What follows belongs to an exercise in optimizing a design on an open flow for a short achievable clock period; a production flow would make more cautious choices. For this run, only the layout was checked, not whether the RTL still works. Power and IR drop assume default switching activity.

File: flow/constraint.sdc
create_clock -name core_clock -period 7.5 [get_ports {i_clk}]
set_input_delay 1.5000 -clock core_clock [delete_from_list [all_inputs] [get_ports {i_clk}]]
set_output_delay 1.5000 -clock core_clock [all_outputs]
set_load 0.01 [all_outputs]
File: flow/config.mk
export PLATFORM = sky130hd
export DESIGN_NAME = cpu
export DESIGN_NICKNAME = cpu
export VERILOG_FILES = /design/flow/design.v
export SDC_FILE = /design/flow/constraint.sdc
export NUM_CORES = 4
export LEC_CHECK = 0
export CAP_MARGIN = 20
export CORE_MARGIN = 2
export CORE_UTILIZATION = 40
export SLEW_MARGIN = 20
File: flow/run.sh
#!/bin/bash
# synth_recipe.tcl (not shown) runs the flow's synth.tcl, then flattens the netlist and writes it again
# the make line also repeats each setting of config.mk as NAME=value (left out here)
make -C /OpenROAD-flow-scripts/flow DESIGN_CONFIG=/design/flow/config.mk WORK_HOME=/design/flow/orfs CLKGATE_MAP_FILE= SYNTH_SCRIPT=/design/flow/synth_recipe.tcl finish
File: flow/design.v
module immediate_generator (
    input wire [31:0] i_inst,
    input wire i_format_i,
    input wire i_format_s,
    input wire i_format_b,
    input wire i_format_u,
    input wire i_format_j,
    output wire [31:0] o_immediate
);
    assign o_immediate[0] = i_format_i ? i_inst[20] : i_format_s ? i_inst[7] : 1'b0;
    assign o_immediate[4:1] =   (i_format_s || i_format_b) ? i_inst[11:8] :
                                (i_format_i || i_format_j) ? i_inst[24:21] : 4'b0;
    assign o_immediate[10:5] = i_format_u ? 6'b0 : i_inst[30:25];
    assign o_immediate[11] =    (i_format_i || i_format_s) ? i_inst[31] :
                                i_format_b ? i_inst[7] :
                                i_format_j ? i_inst[20] : 1'b0;
    assign o_immediate[19:12] = (i_format_u || i_format_j) ? i_inst[19:12] : {8{i_inst[31]}};
    assign o_immediate[30:20] = i_format_u ? i_inst[30:20] : {11{i_inst[31]}};
    assign o_immediate[31] = i_inst[31];
endmodule
module inst_fetch #(
    parameter RESET_VECTOR = 32'h80000000
) (
    input wire i_clk,
    input wire i_rst_n,
    input wire i_stall,
    input wire i_jump,
    input wire [31:0] i_jdest,
    output wire [31:0] o_raddr,
    output wire o_re,
    input wire [31:0] i_rdata,
    output logic [31:0] o_pc,
    output logic [31:0] o_inst
);
    logic [31:0] pc, next_pc;
    always_comb begin
        priority casez ({i_stall, i_jump})
            2'b00: next_pc = pc + 4;
            2'b01: next_pc = i_jdest;
            2'b1?: next_pc = pc;
        endcase
    end
    always_ff @(posedge i_clk, negedge i_rst_n) begin
        if (!i_rst_n)
            pc <= RESET_VECTOR;
        else
            pc <= next_pc;
    end
    assign o_raddr = pc;
    assign o_re = !i_stall;
    assign o_inst = i_rdata;
    assign o_pc = pc;
endmodule
module register_file (
    input wire i_clk,
    input wire [4:0] i_write_index,
    input wire [31:0] i_write_data,
    input wire i_write_enable,
    input wire [4:0] i_read_index1,
    output wire [31:0] o_read_data1,
    input wire [4:0] i_read_index2,
    output wire [31:0] o_read_data2
);
    logic [31:0] q [30:0];  
    always @(posedge i_clk) begin
        if (i_write_enable && (i_write_index !== 5'b0)) begin
            q[i_write_index - 1] <= i_write_data;
        end
    end
    assign o_read_data1 = (i_read_index1 !== 5'd0) ? q[i_read_index1 - 1] : 32'b0;
    assign o_read_data2 = (i_read_index2 !== 5'b0) ? q[i_read_index2 - 1] : 32'b0;
endmodule
module shifter #(
    parameter shift_dir = 1'b0
) (
    input wire [31:0] i_data,
    input wire [5:0] i_amount,
    input wire i_sext,
    output wire [31:0] o_data
);
    wire [31:0] mux_inputs [5:0][1:0];
    wire [31:0] mux_outputs [6:0];
    assign mux_outputs[0] = (i_amount > 32) ? 0 : i_data;
    generate
    genvar i;
    for (i = 0; i <= 5; i = i + 1) begin
        localparam integer place = 5 - i;
        localparam integer shift_amount = 1 << place;
        assign mux_inputs[i][0] = mux_outputs[i];
        if (shift_dir == 1'b0) begin
            assign mux_inputs[i][1] = mux_outputs[i] << shift_amount;
        end
        else begin
            wire signed [31:0] signed_output = mux_outputs[i];
            wire [31:0] srl = mux_outputs[i] >> shift_amount;
            wire [31:0] sra = signed_output >>> shift_amount;
            assign mux_inputs[i][1] = i_sext ? sra : srl;
        end
        assign mux_outputs[i + 1] = i_amount[place] ? mux_inputs[i][1] : mux_inputs[i][0];
    end
    endgenerate
    assign o_data = mux_outputs[6];
endmodule
module alu (
    input wire [31:0] i_op_a, i_op_b,
    input wire i_sub,
    input wire [1:0] i_bool_op,
    input wire [3:0] i_op_sel,
    input wire i_shift_dir,
    input wire i_cmp_sig,
    output logic [31:0] o_result
);
    localparam ALU_OP_ADD = 0, ALU_OP_LT = 1, ALU_OP_BOOL = 2, ALU_OP_SHIFT = 3;
    wire [32:0] op_a = {i_cmp_sig & i_op_a[31], i_op_a[31:0]};
    wire [32:0] op_b = {i_cmp_sig & i_op_b[31], i_op_b[31:0]};
    wire [32:0] add_op_b = i_sub ? ((~op_b) + 32'b1) : op_b;
    wire [32:0] add_result = op_a + add_op_b;
    wire lt = add_result[32];
    wire [5:0] shift_amount = i_op_b[5:0];
    wire [31:0] left_shift_result, right_shift_result;
    wire [31:0] shift_result = i_shift_dir ? right_shift_result : left_shift_result;
    shifter #(.shift_dir(1'b0)) left_shifter (.i_data(i_op_a), .i_amount(shift_amount), .i_sext(1'b0), .o_data(left_shift_result));
    shifter #(.shift_dir(1'b1)) right_shifter (.i_data(i_op_a), .i_amount(shift_amount), .i_sext(i_sub), .o_data(right_shift_result));
    wire [31:0] bool_result = ((i_op_a ^ i_op_b) & {32{~i_bool_op[0]}}) | (i_op_a & i_op_b & {32{i_bool_op[1]}});
    always_comb begin
        case (i_op_sel)
            (1 << ALU_OP_ADD): o_result = add_result[31:0];
            (1 << ALU_OP_LT): o_result = {31'b0, lt};
            (1 << ALU_OP_BOOL): o_result = bool_result;
            (1 << ALU_OP_SHIFT): o_result = shift_result;
            default: o_result = 32'b0;
        endcase
    end
endmodule
module branch_comparator (
    input wire [31:0] i_op_a,
    input wire [31:0] i_op_b,
    input wire i_cmp_sig,
    output wire o_lt, o_eq, o_gt
);
    wire [32:0] op_a = {i_cmp_sig & i_op_a[31], i_op_a[31:0]};
    wire [32:0] op_b = {i_cmp_sig & i_op_b[31], i_op_b[31:0]};
    wire [32:0] add_op_b = (~op_b) + 32'b1;
    wire [32:0] add_result = op_a + add_op_b;
    assign o_lt = add_result[32];
    assign o_eq =~| add_result[32:0];
    assign o_gt = !o_lt && !o_eq;
endmodule
module decoder (
    input wire [31:0] i_inst,
    output wire [4:0] o_rs1,
    output wire [4:0] o_rs2,
    output wire [4:0] o_rd,
    output wire [31:0] o_imm,
    output wire o_pc_sel,
    output wire [3:0] o_alu_op_sel,
    output wire o_alu_sub,
    output wire [1:0] o_alu_bool_op,
    output wire o_alu_shift_dir,
    output wire o_alu_a_sel,
    output wire o_alu_b_sel,
    output wire o_cmp_sig,
    output wire [1:0] o_br_type,
    output wire o_cond_br,
    output wire o_jump,
    output wire o_mem_we,
    output wire [1:0] o_load_size,
    output wire o_load_sig,
    output wire [2:0] o_wb_sel,
    output wire o_wb_we
);
    wire [6:0] opcode = i_inst[6:0];
    wire opcode_arith = opcode === 7'b0110011;
    wire opcode_arimm = opcode === 7'b0010011;
    wire opcode_load = opcode === 7'b0000011;
    wire opcode_store = opcode === 7'b0100011;
    wire opcode_branch = opcode === 7'b1100011;
    wire opcode_jal = opcode === 7'b1101111;
    wire opcode_jalr = opcode === 7'b1100111;
    wire opcode_auipc = opcode === 7'b0010111;
    wire opcode_lui = opcode === 7'b0110111;
    wire opcode_env = opcode === 7'b1110011;
    wire format_i = opcode_arimm || opcode_load || opcode_jalr || opcode_env;
    wire format_s = opcode_store;
    wire format_b = opcode_branch;
    wire format_u = opcode_auipc || opcode_lui;
    wire format_j = opcode_jal;
    immediate_generator generator (
        .i_inst(i_inst),
        .i_format_i(format_i),
        .i_format_s(format_s),
        .i_format_b(format_b),
        .i_format_u(format_u),
        .i_format_j(format_j),
        .o_immediate(o_imm)
    );
    assign o_rs1 = i_inst[19:15];
    assign o_rs2 = i_inst[24:20];
    assign o_rd = i_inst[11:7];
    wire [2:0] f3 = i_inst[14:12];
    wire [6:0] f7 = i_inst[31:25];
    wire func_add = f3 === 3'b000;
    wire func_and = f3 === 3'b111;
    wire func_or = f3 === 3'b110;
    wire func_xor = f3 === 3'b100;
    wire func_sl = f3 === 3'b001;
    wire func_sr = f3 === 3'b101;
    wire func_slt = (f3 === 3'b010) || (f3 === 3'b011);
   assign o_alu_op_sel[0] = opcode_arith ? func_add : 1'b1;
   assign o_alu_op_sel[1] = opcode_arith && func_slt;
   assign o_alu_op_sel[2] = opcode_arith && (func_and || func_or || func_xor);
   assign o_alu_op_sel[3] = opcode_arith && (func_sl || func_sr);
   assign o_alu_sub = opcode_arith && f7[5];  
   assign o_alu_bool_op = f3[1:0];
   assign o_alu_shift_dir = func_sr;
   assign o_alu_a_sel = opcode_branch || opcode_jal || opcode_auipc;
   assign o_alu_b_sel = !opcode_arith;
   assign o_cmp_sig = opcode_branch ? f3[1] : f3[0];
   assign o_br_type = {f3[2], f3[0]};
   assign o_cond_br = opcode_branch;
   assign o_jump = opcode_jal || opcode_jalr;
   assign o_mem_we = opcode_store;
   assign o_load_size = f3[1:0];
   assign o_load_sig = !f3[2];
  assign o_wb_sel[0] = opcode_arith || opcode_arimm || opcode_auipc || opcode_lui;
  assign o_wb_sel[1] = opcode_load;
  assign o_wb_sel[2] = opcode_jal || opcode_jalr;
  assign o_wb_we = !(opcode_store || opcode_branch);
endmodule
module rw_mask (
    input wire [31:0] i_addr,
    input wire [1:0] i_size,
    output wire [31:0] o_addr,
    output wire [31:0] o_mask
);
    assign o_addr = i_addr & ~32'h3;
    wire [31:0] size_mask = (i_size === 2'h0) ? 32'h000000ff :
                            (i_size === 2'h1) ? 32'h0000ffff :
                            (i_size === 2'h2) ? 32'hffffffff : 32'h0;
    wire [4:0] byte_index = i_addr & 32'h3;
    assign o_mask = size_mask << (byte_index << 3);
endmodule
module cpu #(
    parameter RESET_VECTOR = 32'h80000000
) (
    input wire i_clk,
    input wire i_rst_n,
    output wire [31:0] o_inst_raddr,
    output wire o_inst_re,
    input wire [31:0] i_inst_rdata,
    output wire [31:0] o_mem_addr,
    output wire [31:0] o_mem_wdata,
    output wire [31:0] o_mem_wmask,
    output wire o_mem_we,
    input wire [31:0] o_mem_rdata
);
    wire pc_sel;
    wire [31:0] alu_result;
    wire [31:0] pc, inst;
    inst_fetch #(.RESET_VECTOR(RESET_VECTOR)) fetch (
        .i_clk(i_clk), .i_rst_n(i_rst_n),
        .i_stall(1'b0), .i_jump(pc_sel), .i_jdest(alu_result),
        .o_raddr(o_inst_raddr),
        .o_re(o_inst_re),
        .i_rdata(i_inst_rdata),
        .o_pc(pc),
        .o_inst(inst)
    );
    logic [31:0] id_inst;
    logic [31:0] id_pc;
    always_ff @(posedge i_clk) begin
        id_inst <= inst;
        id_pc <= pc;
    end
    wire [4:0] rs1, rs2, rd;
    wire [31:0] imm;
    wire [3:0] alu_op_sel;
    wire alu_sub;
    wire [1:0] alu_bool_op;
    wire alu_shift_dir, alu_a_sel, alu_b_sel;
    wire cmp_sig;
    wire [1:0] br_type;
    wire cond_br;
    wire jump;
    wire mem_we;
    wire [1:0] load_size;
    wire load_sig;
    wire [2:0] wb_sel;
    wire wb_we;
    decoder decoder (
        .i_inst(id_inst),
        .o_rs1(rs1), .o_rs2(rs2), .o_rd(rd),
        .o_imm(imm),
        .o_alu_op_sel(alu_op_sel),
        .o_alu_sub(alu_sub),
        .o_alu_bool_op(alu_bool_op),
        .o_alu_shift_dir(alu_shift_dir),
        .o_alu_a_sel(alu_a_sel), .o_alu_b_sel(alu_b_sel),
        .o_cmp_sig(cmp_sig),
        .o_br_type(br_type),
        .o_cond_br(cond_br),
        .o_jump(jump),
        .o_mem_we(mem_we),
        .o_load_size(load_size),
        .o_load_sig(load_sig),
        .o_wb_sel(wb_sel),
        .o_wb_we(wb_we)
    );
    wire br_taken;
    assign pc_sel = (cond_br && br_taken) || jump;
    wire [31:0] rs1_data, rs2_data;
    logic [31:0] wb_data;
    logic [4:0] wb_rd;
    logic wb_wb_we;
    register_file rf (
        .i_clk(i_clk),
        .i_write_index(wb_rd), .i_write_data(wb_data), .i_write_enable(wb_wb_we),
        .i_read_index1(rs1), .o_read_data1(rs1_data),
        .i_read_index2(rs2), .o_read_data2(rs2_data)
    );
    logic [4:0] ex_rd;
    logic [31:0] ex_rs1_data, ex_rs2_data, ex_imm;
    logic [31:0] ex_pc;
    logic [3:0] ex_alu_op_sel;
    logic ex_alu_sub;
    logic [1:0] ex_alu_bool_op;
    logic ex_alu_shift_dir, ex_alu_a_sel, ex_alu_b_sel, ex_cmp_sig;
    logic ex_mem_we;
    logic [1:0] ex_load_size;
    logic ex_load_sig;
    logic [2:0] ex_wb_sel;
    logic ex_wb_we;
    always_ff @(posedge i_clk) begin
        ex_rd <= rd;
        ex_rs1_data <= rs1_data;
        ex_rs2_data <= rs2_data;
        ex_imm <= imm;
        ex_pc <= id_pc;
        ex_alu_op_sel <= alu_op_sel;
        ex_alu_sub <= alu_sub;
        ex_alu_bool_op <= alu_bool_op;
        ex_alu_shift_dir <= alu_shift_dir;
        ex_alu_a_sel <= alu_a_sel;
        ex_alu_b_sel <= alu_b_sel;
        ex_cmp_sig <= cmp_sig;
        ex_mem_we <= mem_we;
        ex_load_size <= load_size;
        ex_load_sig <= load_sig;
        ex_wb_sel <= wb_sel;
        ex_wb_we <= wb_we;
    end
    wire [31:0] op_a = ex_alu_a_sel ? ex_pc : ex_rs1_data;
    wire [31:0] op_b = ex_alu_b_sel ? ex_imm : ex_rs2_data;
    alu alu (
        .i_op_a(op_a),
        .i_op_b(op_b),
        .i_sub(ex_alu_sub),
        .i_bool_op(ex_alu_bool_op),
        .i_op_sel(ex_alu_op_sel),
        .i_shift_dir(ex_alu_shift_dir),
        .i_cmp_sig(ex_cmp_sig),
        .o_result(alu_result)
    );
    wire cmp_lt, cmp_eq, cmp_gt;
    branch_comparator cmp (
        .i_op_a(rs1_data),
        .i_op_b(rs2_data),
        .i_cmp_sig(cmp_sig),
        .o_lt(cmp_lt),
        .o_eq(cmp_eq),
        .o_gt(cmp_gt)
    );
    assign br_taken =   (br_type === 2'b00) ? cmp_eq :
                        (br_type === 2'b01) ? !cmp_eq :
                        (br_type === 2'b10) ? cmp_lt :
                        cmp_gt;
    logic [31:0] mem_pc;
    logic [31:0] mem_alu_result;
    logic [31:0] mem_rs2_data;
    logic mem_mem_we;
    logic [1:0] mem_load_size;
    logic mem_load_sig;
    logic [2:0] mem_wb_sel;
    logic mem_wb_we;
    logic [4:0] mem_rd;
    always_ff @(posedge i_clk) begin
        mem_pc <= ex_pc;
        mem_alu_result <= alu_result;
        mem_rs2_data <= ex_rs2_data;
        mem_mem_we <= ex_mem_we;
        mem_load_size <= ex_load_size;
        mem_load_sig <= ex_load_sig;
        mem_wb_sel <= ex_wb_sel;
        mem_wb_we <= ex_wb_we;
        mem_rd <= ex_rd;
    end
    wire [31:0] mem_addr, mem_mask;
    wire [4:0] shift_amount = (mem_alu_result & 32'h3) << 3;
    rw_mask mask (.i_addr(mem_alu_result), .i_size(mem_load_size), .o_addr(mem_addr), .o_mask(mem_mask));
    assign o_mem_addr = mem_addr;
    assign o_mem_wdata = mem_rs2_data << shift_amount;
    assign o_mem_wmask = mem_mask;
    assign o_mem_we = mem_mem_we;
    wire signed [31:0] masked_read = o_mem_rdata & mem_mask;
    wire [31:0] aligned_read = mem_load_sig ? (masked_read >>> shift_amount) : (masked_read >> shift_amount);
    always_ff @(posedge i_clk) begin
        wb_data <=  (mem_wb_sel[0]) ? mem_alu_result : 
                    (mem_wb_sel[1]) ? aligned_read :
                    (mem_pc + 4);  
        wb_rd <= mem_rd;
        wb_wb_we <= mem_wb_we;
    end
endmodule
==> run summary <==
Run status:
- The run finished with no timing, DRC or antenna violations.

Finish:
- Leaving out fill and tap cells, the most frequent cell in the layout is sky130_fd_sc_hd__edfxtp_1.
- In the final layout, the multi-input gates occupy 0.0287 mm^2.
- After the last flow step, the layout net total stands at 5511.
- The area growth from synthesis to layout is 15.5%.
- In the layout the commonest cells are 992 x sky130_fd_sc_hd__edfxtp_1, 631 x sky130_fd_sc_hd__nand2_1, 448 x sky130_fd_sc_hd__mux4_2.
- Of the cells placed in the final design, the portion with a size suffix greater than 1 is 0.190.
- The number of fill cells in the layout is 14879.
- The sequential cell area is 0.0378 mm^2.

Floorplan:
- The die is 417 um tall.
- The die footprint is 0.174 mm^2.
- From left edge to right edge, the die measures 417 um.
- The total area inside the core boundary comes to 0.169 mm^2.
- 196 I/O pins were placed.
- The initial utilization of the core area, before any placement, comes to 0.403.
- The floorplan has 151 rows.

Power and ir drop:
- The clock share of power is 0.318.
- The relative contribution of sequential cells to total power is 0.460.
- The total internal power is 0.0163 W.
- The power density over cell area is 305 mW/mm^2.
- In this run the static leakage power is 27.7 nW.
- The analysis attributes to net switching a power of 0.00771 W.
- The switching share of total power is 0.321.
- Power comes to 0.0240 W.
- The maximum resistive drop on vdd is 213 uV.
- The share of total power in combinational logic is 0.222.

Synthesis:
- The number of flops mapped to enable cells by yosys is 992.
- The share of synthesized cell area in full adder, half adder and majority cells is 0.0190.
- Of the total synthesized cell area, the portion taken by XOR and XNOR cells is 0.0158.
- The compound-cell area share of the yosys netlist came to 0.101.
- Of the total synthesized cell area, the portion taken by AND, OR, NAND and NOR gates is 0.0870.
- For this run, the register share of the synthesized area comes to 0.554.
- In this run the cell area of the synthesized design comes to 0.0682 mm^2.
- The netlist uses 89 different library cells.
- Of the post-synthesis cell area, the part taken by muxes is 0.192.
- Synthesis produced a netlist whose cell count is 5192.
- In this run, synthesis produced a sequential element count of 1383.
- The warning count from the yosys run is 6.
- The share of async-settable or async-resettable flops after synthesis is 0.0231.
- The main combinational cell family by area after synthesis is multiplexers.
- For this run, the leading register cell type out of synthesis is sky130_fd_sc_hd__edfxtp_1.
- The average cell area after synthesis is 13.1 um^2.

Clocking:
- The cell sitting at the root of the clock tree is a sky130_fd_sc_hd__clkbuf_16.
- The number of gates given a new drive strength after cts is 0.
- For this design, the CTS-stage hold fixing added 0 buffers.
- The source-to-sink clock delay at the later pin of the worst-skew pair is 0.83 ns.
- The maximum level of the CTS H-tree is 4.
- The total number of clock tree sinks is 1383.
- The clock transition time at the flip-flop clock pins of the worst setup and hold paths is 0.07 ns.
- The buffer count from post-CTS setup fixing is 0.
- The largest buffer count on any clock path is 3.
- TritonCTS built the clock tree.
- Buffers inserted during clock tree synthesis total 148.

Timing:
- The worst pin sits at a relative slew slack of 0.176.
- Static timing analysis puts the maximum clock frequency at 141 MHz.
- The final-layout setup total negative slack is 0 ns.
- At the pin with the least slew margin, the transition time is 1.23 ns.
- The final-report hold violation count is 0.
- The shortest clock period the worst path allows after layout is 7.10 ns.
- Setup violations remaining at the end of the flow were counted as 0.
- The count of final max-slew check failures was 0.
- Setup repair after global routing left no endpoint under its margin.
- The part of the cycle the worst path needs is 0.947.
- The worst setup skew after layout is 0.0544 ns.

Global routing:
- The initial antenna violation count is 14.
- Entering global routing, the biggest net connects 81 pins.
- The via count of the first global-routing pass is 46408.
- Global routing finished with a remaining overflow of 0.
- The total global-route track usage is 0.275.
- The first global-routing pass estimated 343000 um of wire.

Worst hold path:
- The worst hold path belongs to the class reg -> reg.

Critical path:
- The critical path data arrival time is 7.79 ns.
- The worst setup path is captured at a flip-flop.
- For the worst setup path, the data required time is 8.19 ns.
- The worst setup path is launched from a flip-flop.
- The largest fanout on the critical path is 32.
- By startpoint and endpoint, the worst setup path is classified as reg -> reg.

Routing:
- The number of detailed-routing iterations run before antenna repair is 6.
- The detail route stage leaves a number of antenna-violating nets equal to 0.
- The total met2 wirelength after detailed routing is 111000 um.
- For this run, design rule violations remaining after detail routing come to 0.
- For this block, wires on met1 add up to 99000 um.
- The highest metal layer carrying signal wires in the routed design is met5.
- The final layout contains routed wiring with a total length of 243000 um.
- After detailed routing, the number of vias per cell comes to 6.25.
- The number of vias after detailed routing is 48044.
- The wire length on met3 is 21900 um.
- In this run, the number of DRC markers left after iteration 0 of detailed routing was 6282.
- The routed wire length per instance is 31.6 um.

Placement:
- The number of buffers added on ports is 192.
- The global placer's final weighted congestion is 0.983.
- The half-perimeter wire length after placement is 157000 um.

Job:
- The count of max-cap constraint violations is 0.
==> stage by stage <==
step	hold slack, ns	area, um^2	util	instances	worst slack (ns)
6_report	0.325	78700	0.465	7690	0.400
5_1_grt	0.330	78700	0.465	7688	0.214
4_1_cts	0.323	78700	0.465	7681	0.558
3_5_place_dp	0.312	73600	0.435	7410	0.590
3_3_place_gp	0.310	73600	0.435	7409	0.596
2_1_floorplan	0.310	68200	-	5193	0.0393
==> layout make-up <==
type                    instances  area share
diodes                          9    0.000286
clock inverters                77      0.0138
flip-flops and latches       1383       0.480
repair buffers                394      0.0495
inverters                     116     0.00553
clock buffers                 194      0.0511
well taps                    2218      0.0352
multi-input cells            3299       0.365
==> synthesized netlist by cell type, types with 62 or more instances <==
master | instances | share of area
sky130_fd_sc_hd__inv_1 | 115 | 0.0063
sky130_fd_sc_hd__mux4_2 | 448 | 0.15
sky130_fd_sc_hd__edfxtp_1 | 992 | 0.44
sky130_fd_sc_hd__and3_1 | 62 | 0.0057
sky130_fd_sc_hd__dfxtp_1 | 359 | 0.11
sky130_fd_sc_hd__a211oi_1 | 186 | 0.020
sky130_fd_sc_hd__a21oi_1 | 152 | 0.011
sky130_fd_sc_hd__clkbuf_1 | 246 | 0.014
sky130_fd_sc_hd__mux2i_1 | 210 | 0.031
sky130_fd_sc_hd__nand3_1 | 127 | 0.0093
sky130_fd_sc_hd__buf_1 | 87 | 0.0048
sky130_fd_sc_hd__ha_1 | 102 | 0.019
sky130_fd_sc_hd__xnor2_1 | 92 | 0.012
sky130_fd_sc_hd__o211ai_1 | 73 | 0.0080
sky130_fd_sc_hd__nor2_1 | 282 | 0.016
sky130_fd_sc_hd__nand2_1 | 632 | 0.035
sky130_fd_sc_hd__o21ai_0 | 211 | 0.015
==> power groups by stage <==
stage          clock network, W  logic (W)  registers, W
6_report                0.00765    0.00533        0.0110
5_1_grt                 0.00805    0.00561        0.0112
4_1_cts                 0.00773    0.00528        0.0110
3_5_place_dp                  0    0.00525        0.0112
3_3_place_gp                  0    0.00525        0.0111
2_1_floorplan                 0    0.00289        0.0106
==> kinds of logic after synthesis <==
family | after synthesis
muxes | 727
AOI/OAI and AO/OA | 1010
xor gates and xnor gates | 123
and+or+nand+nor | 1333
adders and majority gates | 103
other | 2
DFF | 1383
buffers and inverters | 511
==> path summary, 6_finish.rpt <==
check | startpoint | to | slack, ns | cells after the start
worst max-delay path | id_inst[15] | fetch.pc[28] | 0.40 | 22
min in group asynchronous | i_rst_n | fetch.pc[25] | 1.13 | 2
worst max register to register | id_inst[15] | fetch.pc[28] | 0.40 | 22
worst min register to register | id_pc[17] | ex_pc[17] | 0.32 | 0
worst min-delay path | id_pc[17] | ex_pc[17] | 0.32 | 0
max in group asynchronous | i_rst_n | fetch.pc[5] | 5.97 | 2
==> registers in the layout, summed over array words and instances, names as in the netlist, 4 cells and up <==
name	cells
ex_alu_op_sel	4
ex_imm	32
ex_pc	32
ex_rd	5
ex_rs1_data	32
ex_rs2_data	32
fetch.pc	32
id_inst	32
id_pc	32
mem_alu_result	32
mem_pc	32
mem_rd	5
mem_rs2_data	32
rf.q	992
wb_data	32
wb_rd	5
==> worst max-delay path, cell delays in order (launching register included) <==
cell	delay, ns
sky130_fd_sc_hd__dfxtp_4	0.41
sky130_fd_sc_hd__inv_1	0.09
sky130_fd_sc_hd__ha_4	0.63
sky130_fd_sc_hd__buf_12	0.30
sky130_fd_sc_hd__nor2_1	0.08
sky130_fd_sc_hd__a211oi_1	0.28
sky130_fd_sc_hd__a211oi_1	0.09
sky130_fd_sc_hd__o32ai_1	1.00
sky130_fd_sc_hd__ha_1	0.43
sky130_fd_sc_hd__a21oi_1	0.11
sky130_fd_sc_hd__o21ai_2	0.33
sky130_fd_sc_hd__buf_4	0.20
sky130_fd_sc_hd__nand2_1	0.08
sky130_fd_sc_hd__a31oi_1	0.46
sky130_fd_sc_hd__o21ai_0	0.20
sky130_fd_sc_hd__xnor2_1	0.19
sky130_fd_sc_hd__or4_4	0.56
sky130_fd_sc_hd__nor4_4	0.33
sky130_fd_sc_hd__nor4bb_1	0.10
sky130_fd_sc_hd__a31oi_2	0.35
sky130_fd_sc_hd__nand2_2	0.12
sky130_fd_sc_hd__buf_12	0.20
sky130_fd_sc_hd__mux2_4	0.33
==> per-layer routing <==
metal  vias up  track usage
li1      20422            -
met1     24674        0.375
met2      2462        0.426
met3       478       0.0564
met4         8        0.121
met5         -            0

==> what the ideal ports hide <==
In the flow no input, the clock included, has a driving cell. The finished layout below was timed again as built, in two steps. Step 1 sets driving cells, clkbuf_16 on the clock port and buf_2 on the other inputs (assumed; they add their load-dependent delay and slew). Step 2 times the ports against the registers' clock, not the clock port: input delays grow and output delays shrink by t, the midpoint of the rising clock arrivals with the driver on. a / b / c = ideal / step 1 / step 2; a / b = the first two.
t (ns): 0.885
setup slack, ns: 0.400 / 0.400 / 0.400
worst slew at a driven data input, ns: 0.08
pins driven straight from the clock port: 1
After both steps this run still meets setup and hold. The setup slack of this run moves by 0.000 ns with the drivers and by 0.000 ns with both steps.
